Source: an optimization exercise on an open RTL-to-GDS flow (aim: small area and a short achievable clock period). Production flows keep margins and buffers that such runs may drop. Function was not checked in any run shown here: the RTL went through the layout flow alone. No activity file was given, so power comes from the tool's default toggle rates.

`flow/run.sh`:
```
#!/bin/bash
# synth_recipe.tcl (not shown) runs the flow's synth.tcl, then flattens the netlist and writes it again
# the make line also repeats each setting of config.mk as NAME=value (left out here)
make -C /OpenROAD-flow-scripts/flow DESIGN_CONFIG=/design/flow/config.mk WORK_HOME=/design/flow/orfs CLKGATE_MAP_FILE= SYNTH_SCRIPT=/design/flow/synth_recipe.tcl finish
```
`flow/constraint.sdc`:
```
create_clock -name core_clock -period 6.0 [get_ports {CLK}]
set_input_delay 1.2000 -clock core_clock [delete_from_list [all_inputs] [get_ports {CLK}]]
set_output_delay 1.2000 -clock core_clock [all_outputs]
set_load 0.01 [all_outputs]
```
`flow/design.v`:
```
module Aux_Segmentado #(
    parameter integer W = 1
) (
    input  logic [W-1:0]  R,
    input  logic          b,
    input  logic [W:0]    Dn,
    input  logic          ci,
    input  logic          hz,
    output logic [W:0]    R_out,
    output logic          qbit
);
    logic [W:0] T;
    logic [W+2:0] s;
    assign T = {R, b};
    assign s = {1'b0, T, 1'b1} + {1'b0, Dn, ci};
    assign qbit = s[W+2] & hz;
    assign R_out = qbit ? s[W+1:1] : T;
endmodule
module Aux_Segmentado_P #(
    parameter integer W = 1
) (
    input  logic [W:0]    P,
    input  logic [W:0]    Dn,
    input  logic          ci,
    input  logic          hz,
    input  logic          bn,
    input  logic [W+1:0]  Dnn,
    output logic [W:0]    R_out,
    output logic [W+1:0]  P_out,
    output logic          qbit
);
    localparam integer N = W + 1;
    localparam integer LV = $clog2(N);
    logic [W:0] T, g, sum;
    logic [N:0] c;
    assign T = P ^ Dn;
    assign g = Dn & ~P;
    logic [N-1:0] G [0:LV];
    logic [N-1:0] Q [0:LV];
    assign G[0] = {g[N-1:1], g[0] | (P[0] & ci)};
    assign Q[0] = {P[N-1:1], 1'b0};
    genvar l, i;
    generate
        for (l = 0; l < LV; l = l + 1) begin : g_l
            for (i = 0; i < N; i = i + 1) begin : g_i
                if (i >= (1 << l)) begin : g_c
                    assign G[l+1][i] = G[l][i] | (Q[l][i] & G[l][i - (1 << l)]);
                    assign Q[l+1][i] = Q[l][i] & Q[l][i - (1 << l)];
                end else begin : g_p
                    assign G[l+1][i] = G[l][i];
                    assign Q[l+1][i] = Q[l][i];
                end
            end
        end
    endgenerate
    assign c[0] = ci;
    assign c[N:1] = G[LV];
    assign sum = P ^ c[W:0];
    assign qbit = c[N] & hz;
    assign R_out = qbit ? sum : T;
    assign P_out = {R_out, bn} ^ Dnn;
endmodule
module Dividor_Segmentado #(
    parameter integer tamanyo = 32
) (
    input CLK, RSTa, Start,
    input logic [tamanyo-1:0] Num, Den,
    output logic Done,
    output logic [tamanyo-1:0] Coc, Res
);
    logic s0_v, s0_sn, s0_sq, s0_ci;
    logic [31:0] s0_dn, s0_qr;    
    logic [2:0] s0_p;    
    logic [1:0] s0_hz;    
    logic s1_v, s1_sn, s1_sq, s1_ci;
    logic [31:0] s1_dn, s1_qr;    
    logic [4:0] s1_p;    
    logic s2_v, s2_sn, s2_sq, s2_ci;
    logic [31:0] s2_dn, s2_qr;    
    logic [5:0] s2_p;    
    logic s3_v, s3_sn, s3_sq, s3_ci;
    logic [31:0] s3_dn, s3_qr;    
    logic [6:0] s3_p;    
    logic s4_v, s4_sn, s4_sq, s4_ci;
    logic [31:0] s4_dn, s4_qr;    
    logic [7:0] s4_p;    
    logic s5_v, s5_sn, s5_sq, s5_ci;
    logic [31:0] s5_dn, s5_qr;    
    logic [8:0] s5_p;    
    logic s6_v, s6_sn, s6_sq, s6_ci;
    logic [31:0] s6_dn, s6_qr;    
    logic [9:0] s6_p;    
    logic s7_v, s7_sn, s7_sq, s7_ci;
    logic [31:0] s7_dn, s7_qr;    
    logic [10:0] s7_p;    
    logic s8_v, s8_sn, s8_sq, s8_ci;
    logic [31:0] s8_dn, s8_qr;    
    logic [11:0] s8_p;    
    logic s9_v, s9_sn, s9_sq, s9_ci;
    logic [31:0] s9_dn, s9_qr;    
    logic [12:0] s9_p;    
    logic s10_v, s10_sn, s10_sq, s10_ci;
    logic [31:0] s10_dn, s10_qr;    
    logic [13:0] s10_p;    
    logic s11_v, s11_sn, s11_sq, s11_ci;
    logic [31:0] s11_dn, s11_qr;    
    logic [14:0] s11_p;    
    logic s12_v, s12_sn, s12_sq, s12_ci;
    logic [31:0] s12_dn, s12_qr;    
    logic [15:0] s12_p;    
    logic s13_v, s13_sn, s13_sq, s13_ci;
    logic [31:0] s13_dn, s13_qr;    
    logic [16:0] s13_p;    
    logic s14_v, s14_sn, s14_sq, s14_ci;
    logic [31:0] s14_dn, s14_qr;    
    logic [17:0] s14_p;    
    logic s15_v, s15_sn, s15_sq, s15_ci;
    logic [31:0] s15_dn, s15_qr;    
    logic [18:0] s15_p;    
    logic s16_v, s16_sn, s16_sq, s16_ci;
    logic [31:0] s16_dn, s16_qr;    
    logic [19:0] s16_p;    
    logic s17_v, s17_sn, s17_sq, s17_ci;
    logic [31:0] s17_dn, s17_qr;    
    logic [20:0] s17_p;    
    logic s18_v, s18_sn, s18_sq, s18_ci;
    logic [31:0] s18_dn, s18_qr;    
    logic [21:0] s18_p;    
    logic s19_v, s19_sn, s19_sq, s19_ci;
    logic [31:0] s19_dn, s19_qr;    
    logic [22:0] s19_p;    
    logic s20_v, s20_sn, s20_sq, s20_ci;
    logic [31:0] s20_dn, s20_qr;    
    logic [23:0] s20_p;    
    logic s21_v, s21_sn, s21_sq, s21_ci;
    logic [31:0] s21_dn, s21_qr;    
    logic [24:0] s21_p;    
    logic s22_v, s22_sn, s22_sq, s22_ci;
    logic [31:0] s22_dn, s22_qr;    
    logic [25:0] s22_p;    
    logic s23_v, s23_sn, s23_sq, s23_ci;
    logic [31:0] s23_dn, s23_qr;    
    logic [26:0] s23_p;    
    logic s24_v, s24_sn, s24_sq, s24_ci;
    logic [31:0] s24_dn, s24_qr;    
    logic [27:0] s24_p;    
    logic s25_v, s25_sn, s25_sq, s25_ci;
    logic [31:0] s25_dn, s25_qr;    
    logic [28:0] s25_p;    
    logic s26_v, s26_sn, s26_sq, s26_ci;
    logic [31:0] s26_dn, s26_qr;    
    logic [29:0] s26_p;    
    logic s27_v, s27_sn, s27_sq, s27_ci;
    logic [31:0] s27_dn, s27_qr;    
    logic [30:0] s27_p;    
    logic s28_v, s28_sn, s28_sq, s28_ci;
    logic [31:0] s28_dn, s28_qr;    
    logic [31:0] s28_p;    
    logic s29_v, s29_sn, s29_sq, s29_ci;
    logic [31:0] s29_dn, s29_qr;    
    logic [31:0] s29_r;
    logic [31:0] xin, dnin;
    assign xin = Num ^ {32{Num[31]}};
    assign dnin = ~(Den ^ {32{Den[31]}});
    logic rr0_0, qb0_0, m0_0_0, m1_0_0;
    logic [1:0] pp0_0;
    assign m0_0_0 = (&dnin) & ~Den[31];
    assign m1_0_0 = (&dnin) ? ~~Den[31] : ((dnin == 32'hFFFFFFFE) & ~Den[31]);
    assign qb0_0 = m0_0_0 | (m1_0_0 & xin[31]);
    assign rr0_0 = xin[31] & ~m1_0_0;
    assign pp0_0 = {rr0_0, xin[30]} ^ dnin[1:0];
    logic [31:0] qq0_0;
    assign qq0_0 = {xin[30:0], qb0_0};
    logic [1:0] rr0_1; logic [2:0] pp0_1; logic qb0_1;
    Aux_Segmentado_P #(.W(1)) u_step0_1 (.P(pp0_0), .Dn(dnin[1:0]), .ci(~Den[31]), .hz(&dnin[31:2]), .bn(qq0_0[30]), .Dnn(dnin[2:0]), .R_out(rr0_1), .P_out(pp0_1), .qbit(qb0_1));
    logic [31:0] qq0_1;
    assign qq0_1 = {qq0_0[30:0], qb0_1};
    always_ff @(posedge CLK, negedge RSTa)
        if (!RSTa) s0_v <= 1'b0;
        else s0_v <= Start;
    always_ff @(posedge CLK) begin
        s0_sn <= Num[31];
        s0_sq <= Num[31] ^ Den[31];
        s0_ci <= ~Den[31];
        s0_dn <= dnin;
        s0_qr <= qq0_1;
        s0_p <= pp0_1;
        s0_hz[0] <= &dnin[31:3];
        s0_hz[1] <= &dnin[31:4];
    end
    logic [2:0] rr1_0; logic [3:0] pp1_0; logic qb1_0;
    Aux_Segmentado_P #(.W(2)) u_step1_0 (.P(s0_p), .Dn(s0_dn[2:0]), .ci(s0_ci), .hz(s0_hz[0]), .bn(s0_qr[30]), .Dnn(s0_dn[3:0]), .R_out(rr1_0), .P_out(pp1_0), .qbit(qb1_0));
    logic [31:0] qq1_0;
    assign qq1_0 = {s0_qr[30:0], qb1_0};
    logic [3:0] rr1_1; logic [4:0] pp1_1; logic qb1_1;
    Aux_Segmentado_P #(.W(3)) u_step1_1 (.P(pp1_0), .Dn(s0_dn[3:0]), .ci(s0_ci), .hz(s0_hz[1]), .bn(qq1_0[30]), .Dnn(s0_dn[4:0]), .R_out(rr1_1), .P_out(pp1_1), .qbit(qb1_1));
    logic [31:0] qq1_1;
    assign qq1_1 = {qq1_0[30:0], qb1_1};
    always_ff @(posedge CLK, negedge RSTa)
        if (!RSTa) s1_v <= 1'b0;
        else s1_v <= s0_v;
    always_ff @(posedge CLK) begin
        s1_sn <= s0_sn;
        s1_sq <= s0_sq;
        s1_ci <= s0_ci;
        s1_dn <= s0_dn;
        s1_qr <= qq1_1;
        s1_p <= pp1_1;
    end
    logic [4:0] rr2_0; logic [5:0] pp2_0; logic qb2_0;
    Aux_Segmentado_P #(.W(4)) u_step2_0 (.P(s1_p), .Dn(s1_dn[4:0]), .ci(s1_ci), .hz(&s1_dn[31:5]), .bn(s1_qr[30]), .Dnn(s1_dn[5:0]), .R_out(rr2_0), .P_out(pp2_0), .qbit(qb2_0));
    logic [31:0] qq2_0;
    assign qq2_0 = {s1_qr[30:0], qb2_0};
    always_ff @(posedge CLK, negedge RSTa)
        if (!RSTa) s2_v <= 1'b0;
        else s2_v <= s1_v;
    always_ff @(posedge CLK) begin
        s2_sn <= s1_sn;
        s2_sq <= s1_sq;
        s2_ci <= s1_ci;
        s2_dn <= s1_dn;
        s2_qr <= qq2_0;
        s2_p <= pp2_0;
    end
    logic [5:0] rr3_0; logic [6:0] pp3_0; logic qb3_0;
    Aux_Segmentado_P #(.W(5)) u_step3_0 (.P(s2_p), .Dn(s2_dn[5:0]), .ci(s2_ci), .hz(&s2_dn[31:6]), .bn(s2_qr[30]), .Dnn(s2_dn[6:0]), .R_out(rr3_0), .P_out(pp3_0), .qbit(qb3_0));
    logic [31:0] qq3_0;
    assign qq3_0 = {s2_qr[30:0], qb3_0};
    always_ff @(posedge CLK, negedge RSTa)
        if (!RSTa) s3_v <= 1'b0;
        else s3_v <= s2_v;
    always_ff @(posedge CLK) begin
        s3_sn <= s2_sn;
        s3_sq <= s2_sq;
        s3_ci <= s2_ci;
        s3_dn <= s2_dn;
        s3_qr <= qq3_0;
        s3_p <= pp3_0;
    end
    logic [6:0] rr4_0; logic [7:0] pp4_0; logic qb4_0;
    Aux_Segmentado_P #(.W(6)) u_step4_0 (.P(s3_p), .Dn(s3_dn[6:0]), .ci(s3_ci), .hz(&s3_dn[31:7]), .bn(s3_qr[30]), .Dnn(s3_dn[7:0]), .R_out(rr4_0), .P_out(pp4_0), .qbit(qb4_0));
    logic [31:0] qq4_0;
    assign qq4_0 = {s3_qr[30:0], qb4_0};
    always_ff @(posedge CLK, negedge RSTa)
        if (!RSTa) s4_v <= 1'b0;
        else s4_v <= s3_v;
    always_ff @(posedge CLK) begin
        s4_sn <= s3_sn;
        s4_sq <= s3_sq;
        s4_ci <= s3_ci;
        s4_dn <= s3_dn;
        s4_qr <= qq4_0;
        s4_p <= pp4_0;
    end
    logic [7:0] rr5_0; logic [8:0] pp5_0; logic qb5_0;
    Aux_Segmentado_P #(.W(7)) u_step5_0 (.P(s4_p), .Dn(s4_dn[7:0]), .ci(s4_ci), .hz(&s4_dn[31:8]), .bn(s4_qr[30]), .Dnn(s4_dn[8:0]), .R_out(rr5_0), .P_out(pp5_0), .qbit(qb5_0));
    logic [31:0] qq5_0;
    assign qq5_0 = {s4_qr[30:0], qb5_0};
    always_ff @(posedge CLK, negedge RSTa)
        if (!RSTa) s5_v <= 1'b0;
        else s5_v <= s4_v;
    always_ff @(posedge CLK) begin
        s5_sn <= s4_sn;
        s5_sq <= s4_sq;
        s5_ci <= s4_ci;
        s5_dn <= s4_dn;
        s5_qr <= qq5_0;
        s5_p <= pp5_0;
    end
    logic [8:0] rr6_0; logic [9:0] pp6_0; logic qb6_0;
    Aux_Segmentado_P #(.W(8)) u_step6_0 (.P(s5_p), .Dn(s5_dn[8:0]), .ci(s5_ci), .hz(&s5_dn[31:9]), .bn(s5_qr[30]), .Dnn(s5_dn[9:0]), .R_out(rr6_0), .P_out(pp6_0), .qbit(qb6_0));
    logic [31:0] qq6_0;
    assign qq6_0 = {s5_qr[30:0], qb6_0};
    always_ff @(posedge CLK, negedge RSTa)
        if (!RSTa) s6_v <= 1'b0;
        else s6_v <= s5_v;
    always_ff @(posedge CLK) begin
        s6_sn <= s5_sn;
        s6_sq <= s5_sq;
        s6_ci <= s5_ci;
        s6_dn <= s5_dn;
        s6_qr <= qq6_0;
        s6_p <= pp6_0;
    end
    logic [9:0] rr7_0; logic [10:0] pp7_0; logic qb7_0;
    Aux_Segmentado_P #(.W(9)) u_step7_0 (.P(s6_p), .Dn(s6_dn[9:0]), .ci(s6_ci), .hz(&s6_dn[31:10]), .bn(s6_qr[30]), .Dnn(s6_dn[10:0]), .R_out(rr7_0), .P_out(pp7_0), .qbit(qb7_0));
    logic [31:0] qq7_0;
    assign qq7_0 = {s6_qr[30:0], qb7_0};
    always_ff @(posedge CLK, negedge RSTa)
        if (!RSTa) s7_v <= 1'b0;
        else s7_v <= s6_v;
    always_ff @(posedge CLK) begin
        s7_sn <= s6_sn;
        s7_sq <= s6_sq;
        s7_ci <= s6_ci;
        s7_dn <= s6_dn;
        s7_qr <= qq7_0;
        s7_p <= pp7_0;
    end
    logic [10:0] rr8_0; logic [11:0] pp8_0; logic qb8_0;
    Aux_Segmentado_P #(.W(10)) u_step8_0 (.P(s7_p), .Dn(s7_dn[10:0]), .ci(s7_ci), .hz(&s7_dn[31:11]), .bn(s7_qr[30]), .Dnn(s7_dn[11:0]), .R_out(rr8_0), .P_out(pp8_0), .qbit(qb8_0));
    logic [31:0] qq8_0;
    assign qq8_0 = {s7_qr[30:0], qb8_0};
    always_ff @(posedge CLK, negedge RSTa)
        if (!RSTa) s8_v <= 1'b0;
        else s8_v <= s7_v;
    always_ff @(posedge CLK) begin
        s8_sn <= s7_sn;
        s8_sq <= s7_sq;
        s8_ci <= s7_ci;
        s8_dn <= s7_dn;
        s8_qr <= qq8_0;
        s8_p <= pp8_0;
    end
    logic [11:0] rr9_0; logic [12:0] pp9_0; logic qb9_0;
    Aux_Segmentado_P #(.W(11)) u_step9_0 (.P(s8_p), .Dn(s8_dn[11:0]), .ci(s8_ci), .hz(&s8_dn[31:12]), .bn(s8_qr[30]), .Dnn(s8_dn[12:0]), .R_out(rr9_0), .P_out(pp9_0), .qbit(qb9_0));
    logic [31:0] qq9_0;
    assign qq9_0 = {s8_qr[30:0], qb9_0};
    always_ff @(posedge CLK, negedge RSTa)
        if (!RSTa) s9_v <= 1'b0;
        else s9_v <= s8_v;
    always_ff @(posedge CLK) begin
        s9_sn <= s8_sn;
        s9_sq <= s8_sq;
        s9_ci <= s8_ci;
        s9_dn <= s8_dn;
        s9_qr <= qq9_0;
        s9_p <= pp9_0;
    end
    logic [12:0] rr10_0; logic [13:0] pp10_0; logic qb10_0;
    Aux_Segmentado_P #(.W(12)) u_step10_0 (.P(s9_p), .Dn(s9_dn[12:0]), .ci(s9_ci), .hz(&s9_dn[31:13]), .bn(s9_qr[30]), .Dnn(s9_dn[13:0]), .R_out(rr10_0), .P_out(pp10_0), .qbit(qb10_0));
    logic [31:0] qq10_0;
    assign qq10_0 = {s9_qr[30:0], qb10_0};
    always_ff @(posedge CLK, negedge RSTa)
        if (!RSTa) s10_v <= 1'b0;
        else s10_v <= s9_v;
    always_ff @(posedge CLK) begin
        s10_sn <= s9_sn;
        s10_sq <= s9_sq;
        s10_ci <= s9_ci;
        s10_dn <= s9_dn;
        s10_qr <= qq10_0;
        s10_p <= pp10_0;
    end
    logic [13:0] rr11_0; logic [14:0] pp11_0; logic qb11_0;
    Aux_Segmentado_P #(.W(13)) u_step11_0 (.P(s10_p), .Dn(s10_dn[13:0]), .ci(s10_ci), .hz(&s10_dn[31:14]), .bn(s10_qr[30]), .Dnn(s10_dn[14:0]), .R_out(rr11_0), .P_out(pp11_0), .qbit(qb11_0));
    logic [31:0] qq11_0;
    assign qq11_0 = {s10_qr[30:0], qb11_0};
    always_ff @(posedge CLK, negedge RSTa)
        if (!RSTa) s11_v <= 1'b0;
        else s11_v <= s10_v;
    always_ff @(posedge CLK) begin
        s11_sn <= s10_sn;
        s11_sq <= s10_sq;
        s11_ci <= s10_ci;
        s11_dn <= s10_dn;
        s11_qr <= qq11_0;
        s11_p <= pp11_0;
    end
    logic [14:0] rr12_0; logic [15:0] pp12_0; logic qb12_0;
    Aux_Segmentado_P #(.W(14)) u_step12_0 (.P(s11_p), .Dn(s11_dn[14:0]), .ci(s11_ci), .hz(&s11_dn[31:15]), .bn(s11_qr[30]), .Dnn(s11_dn[15:0]), .R_out(rr12_0), .P_out(pp12_0), .qbit(qb12_0));
    logic [31:0] qq12_0;
    assign qq12_0 = {s11_qr[30:0], qb12_0};
    always_ff @(posedge CLK, negedge RSTa)
        if (!RSTa) s12_v <= 1'b0;
        else s12_v <= s11_v;
    always_ff @(posedge CLK) begin
        s12_sn <= s11_sn;
        s12_sq <= s11_sq;
        s12_ci <= s11_ci;
        s12_dn <= s11_dn;
        s12_qr <= qq12_0;
        s12_p <= pp12_0;
    end
    logic [15:0] rr13_0; logic [16:0] pp13_0; logic qb13_0;
    Aux_Segmentado_P #(.W(15)) u_step13_0 (.P(s12_p), .Dn(s12_dn[15:0]), .ci(s12_ci), .hz(&s12_dn[31:16]), .bn(s12_qr[30]), .Dnn(s12_dn[16:0]), .R_out(rr13_0), .P_out(pp13_0), .qbit(qb13_0));
    logic [31:0] qq13_0;
    assign qq13_0 = {s12_qr[30:0], qb13_0};
    always_ff @(posedge CLK, negedge RSTa)
        if (!RSTa) s13_v <= 1'b0;
        else s13_v <= s12_v;
    always_ff @(posedge CLK) begin
        s13_sn <= s12_sn;
        s13_sq <= s12_sq;
        s13_ci <= s12_ci;
        s13_dn <= s12_dn;
        s13_qr <= qq13_0;
        s13_p <= pp13_0;
    end
    logic [16:0] rr14_0; logic [17:0] pp14_0; logic qb14_0;
    Aux_Segmentado_P #(.W(16)) u_step14_0 (.P(s13_p), .Dn(s13_dn[16:0]), .ci(s13_ci), .hz(&s13_dn[31:17]), .bn(s13_qr[30]), .Dnn(s13_dn[17:0]), .R_out(rr14_0), .P_out(pp14_0), .qbit(qb14_0));
    logic [31:0] qq14_0;
    assign qq14_0 = {s13_qr[30:0], qb14_0};
    always_ff @(posedge CLK, negedge RSTa)
        if (!RSTa) s14_v <= 1'b0;
        else s14_v <= s13_v;
    always_ff @(posedge CLK) begin
        s14_sn <= s13_sn;
        s14_sq <= s13_sq;
        s14_ci <= s13_ci;
        s14_dn <= s13_dn;
        s14_qr <= qq14_0;
        s14_p <= pp14_0;
    end
    logic [17:0] rr15_0; logic [18:0] pp15_0; logic qb15_0;
    Aux_Segmentado_P #(.W(17)) u_step15_0 (.P(s14_p), .Dn(s14_dn[17:0]), .ci(s14_ci), .hz(&s14_dn[31:18]), .bn(s14_qr[30]), .Dnn(s14_dn[18:0]), .R_out(rr15_0), .P_out(pp15_0), .qbit(qb15_0));
    logic [31:0] qq15_0;
    assign qq15_0 = {s14_qr[30:0], qb15_0};
    always_ff @(posedge CLK, negedge RSTa)
        if (!RSTa) s15_v <= 1'b0;
        else s15_v <= s14_v;
    always_ff @(posedge CLK) begin
        s15_sn <= s14_sn;
        s15_sq <= s14_sq;
        s15_ci <= s14_ci;
        s15_dn <= s14_dn;
        s15_qr <= qq15_0;
        s15_p <= pp15_0;
    end
    logic [18:0] rr16_0; logic [19:0] pp16_0; logic qb16_0;
    Aux_Segmentado_P #(.W(18)) u_step16_0 (.P(s15_p), .Dn(s15_dn[18:0]), .ci(s15_ci), .hz(&s15_dn[31:19]), .bn(s15_qr[30]), .Dnn(s15_dn[19:0]), .R_out(rr16_0), .P_out(pp16_0), .qbit(qb16_0));
    logic [31:0] qq16_0;
    assign qq16_0 = {s15_qr[30:0], qb16_0};
    always_ff @(posedge CLK, negedge RSTa)
        if (!RSTa) s16_v <= 1'b0;
        else s16_v <= s15_v;
    always_ff @(posedge CLK) begin
        s16_sn <= s15_sn;
        s16_sq <= s15_sq;
        s16_ci <= s15_ci;
        s16_dn <= s15_dn;
        s16_qr <= qq16_0;
        s16_p <= pp16_0;
    end
    logic [19:0] rr17_0; logic [20:0] pp17_0; logic qb17_0;
    Aux_Segmentado_P #(.W(19)) u_step17_0 (.P(s16_p), .Dn(s16_dn[19:0]), .ci(s16_ci), .hz(&s16_dn[31:20]), .bn(s16_qr[30]), .Dnn(s16_dn[20:0]), .R_out(rr17_0), .P_out(pp17_0), .qbit(qb17_0));
    logic [31:0] qq17_0;
    assign qq17_0 = {s16_qr[30:0], qb17_0};
    always_ff @(posedge CLK, negedge RSTa)
        if (!RSTa) s17_v <= 1'b0;
        else s17_v <= s16_v;
    always_ff @(posedge CLK) begin
        s17_sn <= s16_sn;
        s17_sq <= s16_sq;
        s17_ci <= s16_ci;
        s17_dn <= s16_dn;
        s17_qr <= qq17_0;
        s17_p <= pp17_0;
    end
    logic [20:0] rr18_0; logic [21:0] pp18_0; logic qb18_0;
    Aux_Segmentado_P #(.W(20)) u_step18_0 (.P(s17_p), .Dn(s17_dn[20:0]), .ci(s17_ci), .hz(&s17_dn[31:21]), .bn(s17_qr[30]), .Dnn(s17_dn[21:0]), .R_out(rr18_0), .P_out(pp18_0), .qbit(qb18_0));
    logic [31:0] qq18_0;
    assign qq18_0 = {s17_qr[30:0], qb18_0};
    always_ff @(posedge CLK, negedge RSTa)
        if (!RSTa) s18_v <= 1'b0;
        else s18_v <= s17_v;
    always_ff @(posedge CLK) begin
        s18_sn <= s17_sn;
        s18_sq <= s17_sq;
        s18_ci <= s17_ci;
        s18_dn <= s17_dn;
        s18_qr <= qq18_0;
        s18_p <= pp18_0;
    end
    logic [21:0] rr19_0; logic [22:0] pp19_0; logic qb19_0;
    Aux_Segmentado_P #(.W(21)) u_step19_0 (.P(s18_p), .Dn(s18_dn[21:0]), .ci(s18_ci), .hz(&s18_dn[31:22]), .bn(s18_qr[30]), .Dnn(s18_dn[22:0]), .R_out(rr19_0), .P_out(pp19_0), .qbit(qb19_0));
    logic [31:0] qq19_0;
    assign qq19_0 = {s18_qr[30:0], qb19_0};
    always_ff @(posedge CLK, negedge RSTa)
        if (!RSTa) s19_v <= 1'b0;
        else s19_v <= s18_v;
    always_ff @(posedge CLK) begin
        s19_sn <= s18_sn;
        s19_sq <= s18_sq;
        s19_ci <= s18_ci;
        s19_dn <= s18_dn;
        s19_qr <= qq19_0;
        s19_p <= pp19_0;
    end
    logic [22:0] rr20_0; logic [23:0] pp20_0; logic qb20_0;
    Aux_Segmentado_P #(.W(22)) u_step20_0 (.P(s19_p), .Dn(s19_dn[22:0]), .ci(s19_ci), .hz(&s19_dn[31:23]), .bn(s19_qr[30]), .Dnn(s19_dn[23:0]), .R_out(rr20_0), .P_out(pp20_0), .qbit(qb20_0));
    logic [31:0] qq20_0;
    assign qq20_0 = {s19_qr[30:0], qb20_0};
    always_ff @(posedge CLK, negedge RSTa)
        if (!RSTa) s20_v <= 1'b0;
        else s20_v <= s19_v;
    always_ff @(posedge CLK) begin
        s20_sn <= s19_sn;
        s20_sq <= s19_sq;
        s20_ci <= s19_ci;
        s20_dn <= s19_dn;
        s20_qr <= qq20_0;
        s20_p <= pp20_0;
    end
    logic [23:0] rr21_0; logic [24:0] pp21_0; logic qb21_0;
    Aux_Segmentado_P #(.W(23)) u_step21_0 (.P(s20_p), .Dn(s20_dn[23:0]), .ci(s20_ci), .hz(&s20_dn[31:24]), .bn(s20_qr[30]), .Dnn(s20_dn[24:0]), .R_out(rr21_0), .P_out(pp21_0), .qbit(qb21_0));
    logic [31:0] qq21_0;
    assign qq21_0 = {s20_qr[30:0], qb21_0};
    always_ff @(posedge CLK, negedge RSTa)
        if (!RSTa) s21_v <= 1'b0;
        else s21_v <= s20_v;
    always_ff @(posedge CLK) begin
        s21_sn <= s20_sn;
        s21_sq <= s20_sq;
        s21_ci <= s20_ci;
        s21_dn <= s20_dn;
        s21_qr <= qq21_0;
        s21_p <= pp21_0;
    end
    logic [24:0] rr22_0; logic [25:0] pp22_0; logic qb22_0;
    Aux_Segmentado_P #(.W(24)) u_step22_0 (.P(s21_p), .Dn(s21_dn[24:0]), .ci(s21_ci), .hz(&s21_dn[31:25]), .bn(s21_qr[30]), .Dnn(s21_dn[25:0]), .R_out(rr22_0), .P_out(pp22_0), .qbit(qb22_0));
    logic [31:0] qq22_0;
    assign qq22_0 = {s21_qr[30:0], qb22_0};
    always_ff @(posedge CLK, negedge RSTa)
        if (!RSTa) s22_v <= 1'b0;
        else s22_v <= s21_v;
    always_ff @(posedge CLK) begin
        s22_sn <= s21_sn;
        s22_sq <= s21_sq;
        s22_ci <= s21_ci;
        s22_dn <= s21_dn;
        s22_qr <= qq22_0;
        s22_p <= pp22_0;
    end
    logic [25:0] rr23_0; logic [26:0] pp23_0; logic qb23_0;
    Aux_Segmentado_P #(.W(25)) u_step23_0 (.P(s22_p), .Dn(s22_dn[25:0]), .ci(s22_ci), .hz(&s22_dn[31:26]), .bn(s22_qr[30]), .Dnn(s22_dn[26:0]), .R_out(rr23_0), .P_out(pp23_0), .qbit(qb23_0));
    logic [31:0] qq23_0;
    assign qq23_0 = {s22_qr[30:0], qb23_0};
    always_ff @(posedge CLK, negedge RSTa)
        if (!RSTa) s23_v <= 1'b0;
        else s23_v <= s22_v;
    always_ff @(posedge CLK) begin
        s23_sn <= s22_sn;
        s23_sq <= s22_sq;
        s23_ci <= s22_ci;
        s23_dn <= s22_dn;
        s23_qr <= qq23_0;
        s23_p <= pp23_0;
    end
    logic [26:0] rr24_0; logic [27:0] pp24_0; logic qb24_0;
    Aux_Segmentado_P #(.W(26)) u_step24_0 (.P(s23_p), .Dn(s23_dn[26:0]), .ci(s23_ci), .hz(&s23_dn[31:27]), .bn(s23_qr[30]), .Dnn(s23_dn[27:0]), .R_out(rr24_0), .P_out(pp24_0), .qbit(qb24_0));
    logic [31:0] qq24_0;
    assign qq24_0 = {s23_qr[30:0], qb24_0};
    always_ff @(posedge CLK, negedge RSTa)
        if (!RSTa) s24_v <= 1'b0;
        else s24_v <= s23_v;
    always_ff @(posedge CLK) begin
        s24_sn <= s23_sn;
        s24_sq <= s23_sq;
        s24_ci <= s23_ci;
        s24_dn <= s23_dn;
        s24_qr <= qq24_0;
        s24_p <= pp24_0;
    end
    logic [27:0] rr25_0; logic [28:0] pp25_0; logic qb25_0;
    Aux_Segmentado_P #(.W(27)) u_step25_0 (.P(s24_p), .Dn(s24_dn[27:0]), .ci(s24_ci), .hz(&s24_dn[31:28]), .bn(s24_qr[30]), .Dnn(s24_dn[28:0]), .R_out(rr25_0), .P_out(pp25_0), .qbit(qb25_0));
    logic [31:0] qq25_0;
    assign qq25_0 = {s24_qr[30:0], qb25_0};
    always_ff @(posedge CLK, negedge RSTa)
        if (!RSTa) s25_v <= 1'b0;
        else s25_v <= s24_v;
    always_ff @(posedge CLK) begin
        s25_sn <= s24_sn;
        s25_sq <= s24_sq;
        s25_ci <= s24_ci;
        s25_dn <= s24_dn;
        s25_qr <= qq25_0;
        s25_p <= pp25_0;
    end
    logic [28:0] rr26_0; logic [29:0] pp26_0; logic qb26_0;
    Aux_Segmentado_P #(.W(28)) u_step26_0 (.P(s25_p), .Dn(s25_dn[28:0]), .ci(s25_ci), .hz(&s25_dn[31:29]), .bn(s25_qr[30]), .Dnn(s25_dn[29:0]), .R_out(rr26_0), .P_out(pp26_0), .qbit(qb26_0));
    logic [31:0] qq26_0;
    assign qq26_0 = {s25_qr[30:0], qb26_0};
    always_ff @(posedge CLK, negedge RSTa)
        if (!RSTa) s26_v <= 1'b0;
        else s26_v <= s25_v;
    always_ff @(posedge CLK) begin
        s26_sn <= s25_sn;
        s26_sq <= s25_sq;
        s26_ci <= s25_ci;
        s26_dn <= s25_dn;
        s26_qr <= qq26_0;
        s26_p <= pp26_0;
    end
    logic [29:0] rr27_0; logic [30:0] pp27_0; logic qb27_0;
    Aux_Segmentado_P #(.W(29)) u_step27_0 (.P(s26_p), .Dn(s26_dn[29:0]), .ci(s26_ci), .hz(&s26_dn[31:30]), .bn(s26_qr[30]), .Dnn(s26_dn[30:0]), .R_out(rr27_0), .P_out(pp27_0), .qbit(qb27_0));
    logic [31:0] qq27_0;
    assign qq27_0 = {s26_qr[30:0], qb27_0};
    always_ff @(posedge CLK, negedge RSTa)
        if (!RSTa) s27_v <= 1'b0;
        else s27_v <= s26_v;
    always_ff @(posedge CLK) begin
        s27_sn <= s26_sn;
        s27_sq <= s26_sq;
        s27_ci <= s26_ci;
        s27_dn <= s26_dn;
        s27_qr <= qq27_0;
        s27_p <= pp27_0;
    end
    logic [30:0] rr28_0; logic [31:0] pp28_0; logic qb28_0;
    Aux_Segmentado_P #(.W(30)) u_step28_0 (.P(s27_p), .Dn(s27_dn[30:0]), .ci(s27_ci), .hz(&s27_dn[31:31]), .bn(s27_qr[30]), .Dnn(s27_dn[31:0]), .R_out(rr28_0), .P_out(pp28_0), .qbit(qb28_0));
    logic [31:0] qq28_0;
    assign qq28_0 = {s27_qr[30:0], qb28_0};
    always_ff @(posedge CLK, negedge RSTa)
        if (!RSTa) s28_v <= 1'b0;
        else s28_v <= s27_v;
    always_ff @(posedge CLK) begin
        s28_sn <= s27_sn;
        s28_sq <= s27_sq;
        s28_ci <= s27_ci;
        s28_dn <= s27_dn;
        s28_qr <= qq28_0;
        s28_p <= pp28_0;
    end
    logic [31:0] rr29_0; logic [32:0] pp29_0; logic qb29_0;
    Aux_Segmentado_P #(.W(31)) u_step29_0 (.P(s28_p), .Dn(s28_dn[31:0]), .ci(s28_ci), .hz(1'b1), .bn(1'b0), .Dnn({1'b0, s28_dn}), .R_out(rr29_0), .P_out(pp29_0), .qbit(qb29_0));
    logic [31:0] qq29_0;
    assign qq29_0 = {s28_qr[30:0], qb29_0};
    always_ff @(posedge CLK, negedge RSTa)
        if (!RSTa) s29_v <= 1'b0;
        else s29_v <= s28_v;
    always_ff @(posedge CLK) begin
        s29_sn <= s28_sn;
        s29_sq <= s28_sq;
        s29_ci <= s28_ci;
        s29_dn <= s28_dn;
        s29_qr <= qq29_0;
        s29_r <= rr29_0;
    end
    logic [31:0] fx;
    logic eq, wrap;
    assign fx = ~(s29_r ^ s29_dn);
    assign eq = (fx == {s29_r[30:0] & s29_dn[30:0], s29_ci});
    assign wrap = s29_sn & eq;
    logic [31:0] cy, cpre;
    assign cy = s29_qr ^ {32{s29_sq}};
    assign cpre[0] = 1'b1;
    genvar gi;
    generate
        for (gi = 1; gi < 32; gi = gi + 1) begin : g_cpre
            assign cpre[gi] = &cy[gi-1:0];
        end
    endgenerate
    always_ff @(posedge CLK, negedge RSTa)
        if (!RSTa) Done <= 1'b0;
        else Done <= s29_v;
    always_ff @(posedge CLK) begin
        Coc <= cy ^ (cpre & {32{s29_sq ^ wrap}});
        Res <= s29_sn ? (wrap ? 32'd0 : ~s29_r) : s29_r;
    end
endmodule
```
`flow/config.mk`:
```
export PLATFORM = sky130hd
export DESIGN_NAME = Dividor_Segmentado
export DESIGN_NICKNAME = Dividor_Segmentado
export VERILOG_FILES = /design/flow/design.v
export SDC_FILE = /design/flow/constraint.sdc
export NUM_CORES = 4
export LEC_CHECK = 0
export ABC_AREA = 1
export CAP_MARGIN = 30
export CORE_MARGIN = 2
export CORE_UTILIZATION = 40
export CTS_CLUSTER_DIAMETER = 100
export CTS_CLUSTER_SIZE = 30
export SETUP_SLACK_MARGIN = 3.4
export SLEW_MARGIN = 30
```
==> run notes, run 1 <==
- CP Capture Type: output pin
- DRC violations left: 0
- Pwr/cell area: 476 mW/mm^2
- Root buffer cell: clkbuf_16
- Antenna violations before repair: 8
- Total grt overflow: 0
- Post-synthesis async set-or-reset flop share: 0.0119
- Worst setup SP type: register
- Top cell family by delay on the critical path: flip-flops
- Routed len/inst: 14.8 um
- Crit Path Max Fanout: 1
- LEAKAGE: 56.1 nW
- Num CTS Buffers: 111
- Crit path buf inv count: 1
- Iter 0 DRT Violations: 5446
- Vias in the first global route: 75600
- Die area: 0.261 sq mm
- Cell Chain, Critical Path: buf_6
- Netlist Area Pre-Place: 0.103 sq mm
- Final Critical Period: 2560 ps
- Mapped Nets: 13800
- Via count: 80700
- Buffer depth of the longest clock path: 3
- Largest cells by area after synthesis: dfxtp_1 (50%), nand2_1 (16%), inv_1 (7.8%)
- Dpl hpwl: 204 mm
- Row Count: 186
- Port Buffer Count: 131
- Synth-to-layout area growth: 8.99%
- CP arrival: 1360 ps
- RSZ-0062 raised after global routing: true
- First-pass DRT Iterations: 6
- Synth Instances: 13700
- Main synth FF type: dfxtp_1
- Status: no timing/DRC/antenna violations
- CP Class: reg2out
- Total track usage: 0.192
- Tcrit/Tclk final: 0.426
- CTS tree: built
- Initial core utilization: 0.401
- Htree depth: 3
- Clock transition at path regs: 110 ps
- Seq/Total Area, Yosys: 0.508
- Fin. Hold Viols: 0
- Yosys cell types: 58
- First-pass GRT wire length: 409 mm
- Clock latency (worst-skew pair): 840 ps
- CP max-delay cell: dfxtp_4
- Maxcap violations: 0
- Peak Freq: 391 MHz
- Cell taking the most area after synthesis: dfxtp_1
- Yosys reg bits: 2600
- Critical Path Max Stage Delay: 420 ps
- Horiz. Die Dim: 511 um
- Worst-Margin Slew: 1010 ps
- Core area: 0.256 sq mm
- Setup TNS: 0 ps
- Fin. max-slew vios: 0
- EDFF count, synth: 0
- Detailed Route WL: 257 mm
- HP Class: reg2reg
- Post-DR vias/cell: 4.66
- Largest net degree at the start of global routing: 66
- I/O pins: 132
- Routed Antenna Nets: 0
- Proportion of layout cells with a drive suffix above 1: 0.0357
- Crit path required time: 4800 ps
- Mean Syn Cell Area: 7.49 sq um
- Clk sinks: 2600
- Total power: 53.4 mW
- Nets@finish: 13900
- Clk_skew: 88.6 ps
- VDD IR max: 287 uV
- Warnings from Yosys: 94
- Worst rel slew slack: 0.323
- GP Congestion: 0.928
- Die Span Y: 511 um
- Setup violations, final: 0
- Synth top area share: 0.500
-- Yosys cell counts, types with 9 or more instances --
cell type	count
clkbuf_1	94
dfxtp_1	2569
nor2_2	10
a21o_1	11
or2_2	16
inv_2	50
buf_2	69
xnor2_1	518
nand2_1	4441
nor2_1	737
ha_1	34
dfrtp_1	31
nand3_1	1198
inv_1	2142
o21a_1	25
a21boi_0	19
xor2_1	129
a31oi_1	34
o21bai_1	68
o21ai_0	479
a21oi_1	305
o21ai_1	63
nor3_1	109
nand4_1	189
buf_1	10
nand3b_1	211
and2_1	9
nor4_1	56
buf_4	9
o211ai_1	35
-- flip-flops by register name, summed over array words and instances, names as in the netlist, 32 cells and up --
| name | cells |
|---|---|
| s29_qr | 32 |
| Coc | 32 |
| s29_r | 32 |
| s28_p | 32 |
| Res | 32 |
-- routing by layer --
metal	global-route usage	routed length, um
met4	0.0570	8160
met2	0.317	114000
met5	0	0
met3	0.0230	11000
met1	0.263	123000
-- final cells by class --
type | count | area (sq um)
repair inverters | 1 | 7.51
fillers | 26100 | 144000
well taps | 3384 | 4230
diodes | 36 | 90.1
clock buffers | 120 | 2850
inverters | 2195 | 8260
repair buffers | 185 | 1590
flip-flops and latches | 2600 | 52300
clock inverters | 48 | 820
multi-input cells | 8748 | 41900
-- path summary, 6_finish.rpt --
path | start | endpoint | slack [ps] | cells past startpoint
max | Coc[27]$_DFF_P_ | Coc[27] | 3440 | 1
min | s16_qr[0]$_DFF_P_ | s17_qr[1]$_DFF_P_ | 300 | 0
max reg2reg | s7_dn[0]$_DFF_P_ | s8_p[7]$_DFF_P_ | 3450 | 10
min reg2reg | s16_qr[0]$_DFF_P_ | s17_qr[1]$_DFF_P_ | 300 | 0
max in group asynchronous | RSTa | s14_v$_DFF_PN0_ | 4970 | 2
min in group asynchronous | RSTa | s13_v$_DFF_PN0_ | 740 | 2
-- cell usage in the layout (no fill, tap or decap), types with 48 or more instances in the layout --
cell type        netlist  layout
nor2_1               737     728
buf_2                 69      58
a21oi_1              305     300
inv_1               2142    2139
clkbuf_16              0     113
xnor2_1              518     518
xor2_1               129     129
nor4_1                56      50
nor3_1               109     107
o21bai_1              68      67
nand2_1             4441    4416
nand4_1              189     189
nand3_1             1198    1190
inv_2                 50      48
dfxtp_1             2569    2525
o21ai_1               63      63
clkdlybuf4s50_1        0      64
nand3b_1             211     211
o21ai_0              479     468
-- where the power goes --
part / internal (mW) / leakage, nW / switching [mW]
Clock: 3.84 / 1.76 / 5.60
Combinational: 7.06 / 32.5 / 12.7
Sequential: 20.3 / 21.8 / 3.84
-- per-stage QoR --
step	hold slack (ps)	util	instances	area, sq um	setup WS (ps)
6_report	296	0.437	17300	112000	3440
5_1_grt	300	0.437	17300	112000	3250
4_1_cts	292	0.435	17300	111000	3200
3_5_place_dp	312	0.421	17100	108000	2870
3_3_place_gp	310	0.421	17100	108000	2580
2_1_floorplan	310	-	13700	103000	3420
-- kinds of logic (layout without fill, tap and decap cells) --
logic type                 Yosys count  in the layout  synth area share
buffers and inverters             2380           2549            0.0884
adders and majority gates           34             34           0.00414
DFF                               2600           2600             0.508
other                                0             36                 0
xor gates and xnor gates           650            650            0.0558
and+or+nand+nor                   7006           7008             0.288
AOI/OAI and AO/OA                 1056           1056            0.0561
-- worst register-to-register path, cell delays in order, from the launching register on --
cell and delay, ps:
dfxtp_1 380, inv_1 70, o21a_1 220, o21ai_1 470
nand3_1 140, o211ai_1 300, nand2_1 450, nand2_1 180
o21ai_0 100, nand2_1 80, nand2_1 70
-- timing repair --
item                                    in CTS  in global routing
gates resized for setup                    341                106
gates cloned                                 2                  2
pin swaps                                    1                 11
endpoints found under the setup margin     345                410
hold buffers                                 0                  0
setup buffers                                1                 11
==> inputs of run 2 (changes only) <==
--- a/flow/design.v
+++ b/flow/design.v
@@ -43,9 +43,9 @@
     generate
         for (l = 0; l < LV; l = l + 1) begin : g_l
             for (i = 0; i < N; i = i + 1) begin : g_i
-                if (i >= (1 << l)) begin : g_c
-                    assign G[l+1][i] = G[l][i] | (Q[l][i] & G[l][i - (1 << l)]);
-                    assign Q[l+1][i] = Q[l][i] & Q[l][i - (1 << l)];
+                if (((i >> l) & 1) == 1) begin : g_c
+                    assign G[l+1][i] = G[l][i] | (Q[l][i] & G[l][((i >> l) << l) - 1]);
+                    assign Q[l+1][i] = Q[l][i] & Q[l][((i >> l) << l) - 1];
                 end else begin : g_p
                     assign G[l+1][i] = G[l][i];
                     assign Q[l+1][i] = Q[l][i];
--- a/flow/config.mk
+++ b/flow/config.mk
@@ -11,5 +11,5 @@
 export CORE_UTILIZATION = 40
 export CTS_CLUSTER_DIAMETER = 100
 export CTS_CLUSTER_SIZE = 30
-export SETUP_SLACK_MARGIN = 3.4
+export SETUP_SLACK_MARGIN = 3.6
 export SLEW_MARGIN = 30
==> run notes, run 2 <==
- Post-DR vias/cell: 4.70 (+0.85%)
- Antenna violations before repair: 14 (+6)
- Die area: 0.238 sq mm (-8.9%)
- Yosys reg bits: 2600 (unchanged)
- Worst reg2reg setup slack: 3660 ps (+210 ps)
- Worst setup SP type: register
- Fin worst setup slack: 3500 ps (+55.3 ps)
- First-pass DRT Iterations: 6 (unchanged)
- Peak Freq: 400 MHz (+2.2%)
- Detailed Route WL: 199 mm (-23%)
- Root buffer cell: clkbuf_16
- # hold bufs at CTS: 0 (unchanged)
- Netlist Area Pre-Place: 0.0936 sq mm (-9.0%)
- Maxcap violations: 0 (unchanged)
- Clk sinks: 2600 (unchanged)
- CTS tree: built
- Synth top area share: 0.550 (+0.0492)
- Clk_skew: 56.0 ps (-32.6 ps)
- Worst Hold Launch: s17_qr[1]$_DFF_P_
- CP Class: reg2out
- Worst rel slew slack: 0.319 (-0.00408)
- Largest net degree at the start of global routing: 66 (unchanged)
- VDD IR max: 296 uV (+3.3%)
- Via count: 68800 (-15%)
- Core area: 0.233 sq mm (-9.2%)
- Port Buffer Count: 131 (unchanged)
- Nets@finish: 11700 (-16%)
- Routed len/inst: 13.6 um (-8.4%)
- Crit Reg-Reg Endpoint: Coc[30]$_DFF_P_
- Dpl hpwl: 139 mm (-32%)
- Final Critical Period: 2500 ps (-55.3 ps)
- CP arrival: 1300 ps (-60 ps)
- Synth-to-layout area growth: 11.6%
- Cell taking the most area after synthesis: dfxtp_1
- Mean Syn Cell Area: 8.27 sq um (+10%)
- Worst Hold Depth: 0 (unchanged)
- LEAKAGE: 50.4 nW (-10%)
- Most frequent cells in the layout: nand2_1 (3246), dfxtp_1 (2464), inv_1 (1625)
- Largest cells by area after synthesis: dfxtp_1 (55%), nand2_1 (13%), inv_1 (6.6%)
- Total grt overflow: 0 (unchanged)
- Routed Antenna Nets: 0 (unchanged)
- Fin. Hold Viols: 0 (unchanged)
- Crit path buf inv count: 1 (unchanged)
- Hold EP: s18_qr[2]$_DFF_P_
- HP Class: reg2reg
- Initial core utilization: 0.402 (+0.00130)
- EDFF count, synth: 0 (unchanged)
- Most instantiated cells after synthesis: nand2_1 (3317), dfxtp_1 (2569), inv_1 (1634)
- Worst-Margin Slew: 1010 ps (+5.17 ps)
- CP Capture Type: output pin
- Setup violations, final: 0 (unchanged)
- Die Span Y: 488 um (-4.5%)
- Total track usage: 0.158 (-0.0339)
- First-pass GRT wire length: 318 mm (-22%)
- Crit path required time: 4800 ps (about the same)
- Vias in the first global route: 64600 (-14%)
- Proportion of layout cells with a drive suffix above 1: 0.0705 (+0.0349)
- I/O pins: 132 (unchanged)
- Warnings from Yosys: 94 (unchanged)
- Most common cell after layout, fill and taps aside: nand2_1
- Most common cell in the netlist: nand2_1
- GP Congestion: 0.843 (-9.2%)
- FF-to-FF path depth: 14 (+4)
- Crit Path Max Fanout: 1 (unchanged)
- Horiz. Die Dim: 488 um (-4.5%)
- Critical Path Max Stage Delay: 370 ps (-50 ps)
- Clock transition at path regs: 110 ps (about the same)
- Critical R2R Launch: s29_dn[23]$_DFF_P_
- Clock latency (worst-skew pair): 800 ps (-40 ps)
- Yosys cell types: 65 (+12%)
- DRC violations left: 0 (unchanged)
- Setup TNS: 0 ps (unchanged)
- Num CTS Buffers: 104 (-6.3%)
- Mapped Nets: 11400 (-17%)
- Tcrit/Tclk final: 0.417 (-0.00922)
- CP max-delay cell: dfrtp_1
- Row Count: 177 (-4.8%)
- Fin. max-slew vios: 0 (unchanged)
- Top cell family by delay on the critical path: flip-flops
- Seq/Total Area, Yosys: 0.558 (+0.0499)
- Pwr/cell area: 469 mW/mm^2 (-1.5%)
- Buffer depth of the longest clock path: 3 (unchanged)
- RSZ-0062 raised after global routing: true
- Htree depth: 3 (unchanged)
- Status: no timing/DRC/antenna violations
- Cell Chain, Critical Path: buf_2
- Iter 0 DRT Violations: 4613 (-15%)
- Main synth FF type: dfxtp_1
- Place WS: 2670 ps (-200 ps)
- Synth Instances: 11300 (-18%)
- Post-synthesis async set-or-reset flop share: 0.0119 (unchanged)
-- run 2: changes by cell type after synthesis, sizes merged, moves of 43 or more --
| cell | delta |
|---|---|
| nor3 | -48 |
| nand3 | -75 |
| o21ai | -62 |
| a21oi | -118 |
| xor2 | -43 |
| nor2 | -367 |
| nand2 | -1059 |
| inv | -556 |
-- run 2: how the worst max path moves through the flow --
stage	startpoint	endpoint	depth (start not counted)
6_report	Done$_DFF_PN0_	Done	1
5_1_grt	Done$_DFF_PN0_	Done	1
4_1_cts	Done$_DFF_PN0_	Done	1
3_5_place_dp	s18_dn[2]$_DFF_P_	s19_p[8]$_DFF_P_	15
3_3_place_gp	s29_sn$_DFF_P_	Coc[1]$_DFF_P_	11
2_1_floorplan	Den[31]	s0_p[1]$_DFF_P_	11
-- run 2: cell families (layout without fill, tap and decap cells) --
group | Yosys count | in the layout | share of synthesized area
other | 0 | 6 | 0
adders and majority gates | 33 | 33 | 0.00441
xor gates and xnor gates | 636 | 636 | 0.0600
buffers and inverters | 1810 | 2053 | 0.0766
DFF | 2600 | 2600 | 0.558
and+or+nand+nor | 5446 | 5480 | 0.255
AOI/OAI and AO/OA | 780 | 780 | 0.0453
muxes | 13 | 13 | 0.00139
-- run 2: metrics by stage --
step / hold WS [ps] / std cells / cell area [sq um] / utilization / total power [mW]
floorplan: 310 / 11300 / 93800 / - / 35.0
global placement: 310 / 14400 / 98100 / 0.422 / 38.1
detailed placement: 312 / 14400 / 98200 / 0.422 / 38.6
CTS: 294 / 14500 / 102000 / 0.440 / 48.0
global route: 301 / 14600 / 104000 / 0.449 / 52.9
finish: 302 / 14600 / 104000 / 0.449 / 49.0
-- run 2: worst reg2reg max path, delay by kind of cell, from the launching register on --
kind,cells,cell delay [ps]
adder cells (fa/ha/maj),1,230
buffers and inverters,2,420
flip-flops,1,350
AND/OR/NAND/NOR,10,1100
AO/OA/AOI/OAI,1,130
-- run 2: metal layers --
metal,share of wire,vias to the layer above,global-route usage
li1,-,35700,-
met3,0.043,288,0.0193
met5,0,-,0
met2,0.46,1297,0.273
met1,0.47,31500,0.209
met4,0.025,0,0.0414
-- run 2: repair_timing --
item,CTS,global route
buffers inserted,28,68
endpoints found under the setup margin,548,589
gates resized for setup,460,294
hold endpoints to repair,0,0
cloned,15,31
pin swaps,23,56
-- run 2: area by class of cell --
cell class,instances,area (sq um)
clock inverters,28,410
fillers,22200,128000
clock buffers,112,2710
repair buffers,277,2770
well taps,3043,3810
multi-input cells,6942,36300
diodes,6,15.0
inverters,1636,6160
flip-flops and latches,2600,52300
-- run 2: power breakdown --
| group | leakage [nW] | total, mW | internal, mW | switching [mW] |
|---|---|---|---|---|
| clock | 1.52 | 8.67 | 3.40 | 5.26 |
| sequential | 21.8 | 23.5 | 20.4 | 3.12 |
| combinational | 27.1 | 16.9 | 6.70 | 10.2 |
| total | 50.4 | 49.0 | 30.5 | 18.5 |
==> inputs of run 3 (changes only) <==
--- a/flow/config.mk
+++ b/flow/config.mk
@@ -8,8 +8,9 @@
 export ABC_AREA = 1
 export CAP_MARGIN = 30
 export CORE_MARGIN = 2
-export CORE_UTILIZATION = 40
+export CORE_UTILIZATION = 55
 export CTS_CLUSTER_DIAMETER = 100
 export CTS_CLUSTER_SIZE = 30
+export PLACE_DENSITY = 0.65
 export SETUP_SLACK_MARGIN = 3.6
 export SLEW_MARGIN = 30
==> run notes, run 3 <==
- Status: no timing/DRC/antenna violations
- Num CTS Buffers: 97 (-6.7%)
- Htree depth: 3 (unchanged)
- CP max-delay cell: dfxtp_1
- Finished Layout Cells: 13800 (-5.9%)
- CP Capture Type: register
- Port Buffer Count: 131 (unchanged)
- Cell taking the most area after synthesis: dfxtp_1
- Routed len/inst: 14.0 um (+3.2%)
- Worst-Margin Slew: 1330 ps (+313 ps)
- Pwr/cell area: 467 mW/mm^2 (-0.49%)
- Vias in the first global route: 63600 (-1.6%)
- Total grt overflow: 0 (unchanged)
- Initial core utilization: 0.553 (+0.150)
- Netlist Area Pre-Place: 0.0936 sq mm (unchanged)
- Synth Instances: 11300 (unchanged)
- CTS tree: built
- NetSw: 18.0 mW (-3.1%)
- Mean Syn Cell Area: 8.27 sq um (unchanged)
- Setup TNS: 0 ps (unchanged)
- FF-to-FF path depth: 14 (unchanged)
- Synth-to-layout area growth: 9.73%
- Setup violations, final: 0 (unchanged)
- Crit path required time: 6660 ps (+1860 ps)
- Die area: 0.173 sq mm (-27%)
- Most instantiated cells after synthesis: nand2_1 (3317), dfxtp_1 (2569), inv_1 (1634)
- Cell Chain, Critical Path: ha_4 -> or2_2 -> nand4_1 -> nor3_4 -> nand2_2 -> nor2_4 -> buf_6 -> nand4_1 -> buf_12 -> nand2_8 -> buf_12 -> nand2_4 -> nand2_2 -> nand2_1
- Die Span Y: 417 um (-15%)
- Seq/Total Area, Yosys: 0.558 (unchanged)
- Sw Share: 0.375 (-0.00348)
- Synth top area share: 0.550 (unchanged)
- Antenna violations before repair: 9 (-5)
- Storage element area: 0.0524 sq mm (about the same)
- Layout filler cell count: 14800 (-33%)
- Nets@finish: 11600 (-0.13%)
- Reg power frac: 0.489 (+0.010)
- Crit Path Max Fanout: 8 (+7)
- Main synth FF type: dfxtp_1
- Logic pwr share: 0.344 (about the same)
- Mapped Nets: 11400 (unchanged)
- Post-DR vias/cell: 4.97 (+5.7%)
- Final Critical Period: 2510 ps (+3.02 ps)
- RSZ-0062 raised after global routing: true
- CP arrival: 3170 ps (+1870 ps)
- HP Class: reg2reg
- Buffer depth of the longest clock path: 3 (unchanged)
- Post-synthesis adder-cell area fraction: 0.00441 (unchanged)
- Synth Area in Simple Gates: 0.255 (unchanged)
- Clk_skew: 43.5 ps (-12.6 ps)
- Largest cells by area after synthesis: dfxtp_1 (55%), nand2_1 (13%), inv_1 (6.6%)
- Warnings from Yosys: 94 (unchanged)
- Routed Antenna Nets: 0 (unchanged)
- First-pass GRT wire length: 310 mm (-2.4%)
- First-pass DRT Iterations: 6 (unchanged)
- Core area: 0.169 sq mm (-27%)
- DRC violations left: 0 (unchanged)
- Yosys reg bits: 2600 (unchanged)
- Post-synthesis mux area share: 0.00139 (unchanged)
- Multi-input logic area: 0.0361 sq mm (-0.53%)
- Most common cell in the netlist: nand2_1
- Post-placement cell count: 13500 (-5.7%)
- Worst reg2reg setup slack: 3490 ps (-170 ps)
- Row Count: 151 (-15%)
- Critical Path Source: s29_dn[17]$_DFF_P_
- Via count: 68500 (-0.48%)
- Critical R2R Launch: s29_dn[17]$_DFF_P_
- Iter 0 DRT Violations: 3966 (-14%)
- Largest net degree at the start of global routing: 66 (unchanged)
- Root buffer cell: clkbuf_16
- VDD IR max: 329 uV (+11%)
- Total track usage: 0.214 (+0.0552)
- Clock latency (worst-skew pair): 800 ps (about the same)
- Critical Path Max Stage Delay: 350 ps (-20 ps)
- Clock power share: 0.167 (-0.010)
- Fin. max-slew vios: 0 (unchanged)
- Most frequent cells in the layout: nand2_1 (3222), dfxtp_1 (2481), inv_1 (1622)
- EDFF count, synth: 0 (unchanged)
- Dpl hpwl: 138 mm (-0.76%)
- Post-synthesis async set-or-reset flop share: 0.0119 (unchanged)
- Fin. Hold Viols: 0 (unchanged)
- Worst rel slew slack: 0.107 (-0.212)
- Peak Freq: 399 MHz (-0.12%)
- Tcrit/Tclk final: 0.418 (+0.000503)
- Yosys cell types: 65 (unchanged)
- Horiz. Die Dim: 417 um (-15%)
- Post-Synth XOR/XNOR Area: 0.0600 (unchanged)
- CP Class: reg2reg
- I/O pins: 132 (unchanged)
- Maxcap violations: 0 (unchanged)
- LEAKAGE: 50.1 nW (-0.69%)
- Crit Reg-Reg Endpoint: Coc[13]$_DFF_P_
- Internal Power: 30.0 mW (-1.6%)
- Clock transition at path regs: 110 ps (about the same)
- Crit path to: Coc[13]$_DFF_P_
- Worst Hold Depth: 0 (unchanged)
- Detailed Route WL: 193 mm (-2.9%)
- Worst setup SP type: register
- Compound-Gate Fraction of Synth Area: 0.0453 (unchanged)
- Clk sinks: 2600 (unchanged)
- Proportion of layout cells with a drive suffix above 1: 0.0669 (-0.00368)
- Largest family of logic cells by synthesized area: simple AND/OR/NAND/NOR gates
- Most common cell after layout, fill and taps aside: nand2_1
- GP Congestion: 0.876 (+3.9%)
-- run 3: per-layer routing --
layer | GRT usage | wire [um] | vias up
met5 | 0 | 0 | -
met1 | 0.275 | 88100 | 31400
met3 | 0.0220 | 7040 | 267
met2 | 0.376 | 92700 | 1083
met4 | 0.0686 | 5280 | 0
li1 | - | - | 35700
-- run 3: logic make-up (layout without fill, tap and decap cells) --
kind of cell	after synthesis	in the layout
AOI/OAI and AO/OA	780	780
and+or+nand+nor	5446	5476
xor gates and xnor gates	636	636
muxes	13	13
buffers and inverters	1810	2022
DFF	2600	2600
adders and majority gates	33	33
other	0	5
-- run 3: final cells by class --
cell class,count,share of cell area
clock buffer,100,0.0237
antenna,5,0.000122
inverter,1636,0.0600
clock inverter,13,0.00192
multi-input combinational,6938,0.351
tap,2218,0.0270
timing repair buffer,273,0.0263
sequential,2600,0.510
-- run 3: what timing repair did --
action / in CTS / in global routing
setup buffers: 30 / 66
gates resized for setup: 474 / 259
hold buffers: 0 / 0
setup endpoints to repair: 540 / 601
pin swaps: 27 / 57
gates cloned: 18 / 20
-- run 3: worst max-delay path: cells and delay by family, from the launching register on --
kind	cells	cell delay, ps
adder cells (fa/ha/maj)	1	270
flip-flops	1	350
buffers and inverters	3	510
AND/OR/NAND/NOR	10	1230
-- run 3: worst min path at each step --
stage / startpoint / to
after CTS: s7_qr[10]$_DFF_P_ / s8_qr[11]$_DFF_P_
final: s13_qr[5]$_DFF_P_ / s14_qr[6]$_DFF_P_
after detailed placement: s23_qr[26]$_DFF_P_ / s24_qr[27]$_DFF_P_
after floorplan: s9_qr[9]$_DFF_P_ / s10_qr[10]$_DFF_P_
after global placement: s17_sn$_DFF_P_ / s18_sn$_DFF_P_
after global routing: s13_qr[5]$_DFF_P_ / s14_qr[6]$_DFF_P_
-- run 3: power groups by stage --
| stage | Combinational (mW) | Sequential [mW] | Clock, mW |
|---|---|---|---|
| floorplan | 12.1 | 22.9 | 0 |
| detailed placement | 14.8 | 23.8 | 0 |
| global placement | 14.4 | 23.8 | 0 |
| global route | 18.9 | 23.9 | 8.91 |
| CTS | 15.4 | 23.4 | 8.34 |
| finish | 16.5 | 23.4 | 8.02 |
-- run 3: metrics by stage --
step / worst slack (ps) / instance area [sq um] / util / hold slack [ps] / total power, mW
5_1_grt: 3410 / 103000 / 0.607 / 325 / 51.7
3_3_place_gp: 2520 / 97100 / 0.574 / 310 / 38.1
6_report: 3490 / 103000 / 0.607 / 323 / 47.9
4_1_cts: 3440 / 101000 / 0.596 / 320 / 47.2
2_1_floorplan: 3600 / 93800 / - / 310 / 35.0
3_5_place_dp: 2620 / 97100 / 0.574 / 312 / 38.6
==> inputs of run 4 (changes only) <==
--- a/flow/config.mk
+++ b/flow/config.mk
@@ -12,5 +12,5 @@
 export CTS_CLUSTER_DIAMETER = 100
 export CTS_CLUSTER_SIZE = 30
 export PLACE_DENSITY = 0.65
-export SETUP_SLACK_MARGIN = 3.6
+export SETUP_SLACK_MARGIN = 3.75
 export SLEW_MARGIN = 30
==> run notes, run 4 <==
- Sw Share: 0.376 (+0.00133)
- Detailed Route WL: 198 mm (+2.3%)
- Final Critical Period: 2480 ps (-30.4 ps)
- Layout filler cell count: 14300 (-3.0%)
- Total grt overflow: 0 (unchanged)
- LEAKAGE: 50.9 nW (+1.6%)
- Root buffer cell: clkbuf_16
- Storage element area: 0.0525 sq mm (+0.25%)
- First-pass DRT Iterations: 8 (+2)
- I/O pins: 132 (unchanged)
- Final Cell Area: 0.105 sq mm (+2.0%)
- Htree depth: 3 (unchanged)
- VDD IR max: 366 uV (+11%)
- Crit Path Max Fanout: 1 (-7)
- Core area: 0.169 sq mm (unchanged)
- GP Congestion: 0.880 (+0.51%)
- Maxcap violations: 0 (unchanged)
- Setup TNS: 0 ps (unchanged)
- Internal Power: 30.7 mW (+2.3%)
- Critical Path Source: Done$_DFF_PN0_
- CP arrival: 1280 ps (-1890 ps)
- Most common cell after layout, fill and taps aside: nand2_1
- Row Count: 151 (unchanged)
- Largest cells by area after synthesis: dfxtp_1 (55%), nand2_1 (13%), inv_1 (6.6%)
- Die area: 0.173 sq mm (unchanged)
- Most instantiated cells after synthesis: nand2_1 (3317), dfxtp_1 (2569), inv_1 (1634)
- Iter 0 DRT Violations: 4401 (+11%)
- Clk sinks: 2600 (unchanged)
- Main synth FF type: dfxtp_1
- Yosys cell types: 65 (unchanged)
- CTS tree: built
- Clk_skew: 31.1 ps (-12.4 ps)
- Synth top area share: 0.550 (unchanged)
- Netlist Area Pre-Place: 0.0936 sq mm (unchanged)
- RSZ-0062 raised after global routing: true
- Num CTS Buffers: 97 (unchanged)
- Tcrit/Tclk final: 0.413 (-0.00507)
- Die Span Y: 417 um (unchanged)
- CP Capture Type: output pin
- Logic pwr share: 0.357 (+0.013)
- Peak Freq: 404 MHz (+1.2%)
- Seq/Total Area, Yosys: 0.558 (unchanged)
- Critical R2R Launch: s29_r[17]$_DFF_P_
- Vias in the first global route: 63300 (-0.52%)
- Clock transition at path regs: 110 ps (about the same)
- Synth Instances: 11300 (unchanged)
- Crit path required time: 4800 ps (-1860 ps)
- Worst rel slew slack: 0.343 (+0.236)
- Antenna violations before repair: 8 (-1)
- Dpl hpwl: 137 mm (-0.94%)
- Worst setup SP type: register
- Port Buffer Count: 131 (unchanged)
- Buffer depth of the longest clock path: 3 (unchanged)
- Post-DR vias/cell: 4.98 (+0.31%)
- Reg power frac: 0.480 (-0.009)
- Cell taking the most area after synthesis: dfxtp_1
- Post-synthesis async set-or-reset flop share: 0.0119 (unchanged)
- Worst-Margin Slew: 985 ps (-340 ps)
- Critical Path Max Stage Delay: 370 ps (+20 ps)
- Mapped Nets: 11400 (unchanged)
- Setup violations, final: 0 (unchanged)
- Clock latency (worst-skew pair): 780 ps (-20 ps)
- Largest net degree at the start of global routing: 66 (unchanged)
- Proportion of layout cells with a drive suffix above 1: 0.0900 (+0.0232)
- Top cell family by delay on the critical path: flip-flops
- Cell Chain, Critical Path: buf_2
- Most common cell in the netlist: nand2_1
- HP Class: reg2reg
- Crit path buf inv count: 1 (-2)
- DP Area: 0.0971 sq mm (about the same)
- Total track usage: 0.216 (+0.00251)
- Yosys reg bits: 2600 (unchanged)
- Synth-to-layout area growth: 11.9%
- DRC violations left: 0 (unchanged)
- CP Class: reg2out
- Clock power share: 0.163 (-0.004)
- Fin. max-slew vios: 0 (unchanged)
- Via count: 69100 (+0.96%)
- Nets@finish: 11700 (+0.76%)
- Fin. Hold Viols: 0 (unchanged)
- Routed len/inst: 14.2 um (+1.6%)
- Routed Antenna Nets: 0 (unchanged)
- Most frequent cells in the layout: nand2_1 (3204), dfxtp_1 (2398), inv_1 (1618)
- Status: no timing/DRC/antenna violations
- Mean Syn Cell Area: 8.27 sq um (unchanged)
- Horiz. Die Dim: 417 um (unchanged)
- Initial core utilization: 0.553 (unchanged)
- Pwr/cell area: 469 mW/mm^2 (+0.51%)
- NetSw: 18.5 mW (+2.8%)
- CP max-delay cell: dfrtp_1
- First-pass GRT wire length: 313 mm (+0.83%)
- Multi-input logic area: 0.0370 sq mm (+2.5%)
- EDFF count, synth: 0 (unchanged)
- Worst Hold Launch: s11_qr[3]$_DFF_P_
- Warnings from Yosys: 94 (unchanged)
-- run 4: cell counts after synthesis --
Identical to the previous run, type by type.
-- run 4: power by group through the flow --
stage	Combinational, mW	Sequential (mW)	Clock, mW
floorplan	12.1	22.9	0
global placement	14.3	23.8	0
detailed placement	14.7	23.8	0
CTS	15.9	23.5	8.33
global route	19.9	24.0	8.90
finish	17.5	23.6	8.01
-- run 4: layout make-up --
cell class | instances | share of cell area
sequential | 2600 | 0.501
timing repair buffer | 355 | 0.0351
tap | 2218 | 0.0265
clock inverter | 13 | 0.00146
antenna | 1 | 0.0000239
multi-input combinational | 6945 | 0.353
clock buffer | 103 | 0.0236
inverter | 1636 | 0.0589
-- run 4: path summary, 6_finish.rpt --
path	to	slack, ps	cells after the start
min in group asynchronous	s28_v$_DFF_PN0_	800	2
setup / recovery	Done	3520	1
hold / removal	s12_qr[4]$_DFF_P_	310	0
hold reg to reg	s12_qr[4]$_DFF_P_	310	0
max in group asynchronous	s8_v$_DFF_PN0_	4920	2
setup reg to reg	Coc[21]$_DFF_P_	3690	15
-- run 4: metal layers --
layer  track usage  wire [um]  vias to the layer above
met2         0.383      94600                     1238
met3        0.0227       7820                      308
li1              -          -                    35900
met1         0.275      89000                    31700
met4        0.0697       6020                        2
met5             0         13                        -
-- run 4: logic make-up (layout without fill, tap and decap cells) --
family          Yosys count  in the layout  synth area share
simple gates           5446           5483             0.255
mux                      13             13           0.00139
xor+xnor                636            636            0.0600
fa+ha+maj                33             33           0.00441
other cells               0              1                 0
compound gates          780            780            0.0453
buf+inv                1810           2107            0.0766
flops                  2600           2600             0.558
-- run 4: through the flow --
step	setup WS [ps]	utilization	std cells	total power, mW	hold WS, ps
CTS	3440	0.602	13700	47.7	310
detailed placement	2300	0.574	13500	38.5	312
global placement	2360	0.574	13500	38.1	310
finish	3520	0.619	13900	49.1	305
floorplan	3650	-	11300	35.0	310
global route	3460	0.619	13900	52.9	318
-- run 4: what timing repair did --
| action | 4_1_cts | 5_1_grt |
|---|---|---|
| cloned | 30 | 25 |
| hold buffers | 0 | 0 |
| pin swaps | 48 | 104 |
| resized for setup | 572 | 448 |
| endpoints found under the setup margin | 582 | 637 |
| buffers inserted | 68 | 101 |

static timing again, ports no longer ideal:
The results above use ideal ports. As a check the final layouts listed here were re-extracted and re-timed, cells and wires unchanged. Step 1: set_driving_cell puts a clkbuf_16 on CLK and a buf_2 on each other input, an assumption about the parent block. Step 2 adds t to the input delays and takes it off the output delays; t is the mean of the earliest and latest rising clock arrival at the registers after step 1. Input paths then give back, and output paths get back, about the clock's delay inside the block. Slacks: ideal / step 1 / step 2; pairs: ideal / step 1.
| run | t (ns) | setup WS [ns] | latest minus earliest clock arrival (ns) | pins driven straight from the clock port |
|---|---|---|---|---|
| run 1 | 0.889 | 3.442 / 3.346 / 2.964 | 0.095 / 0.095 | 1 |
| run 2 | 0.869 | 3.497 / 3.403 / 3.070 | 0.063 / 0.063 | 1 |
| run 3 | 0.861 | 3.494 / 3.434 / 2.958 | 0.049 / 0.049 | 1 |
| run 4 | 0.849 | 3.525 / 3.441 / 3.097 | 0.042 / 0.042 | 1 |
After both steps setup and hold are still met in every run listed. For run 3, which loses most, drivers alone change the setup slack by -0.060 ns; drivers and shift together by -0.536 ns.
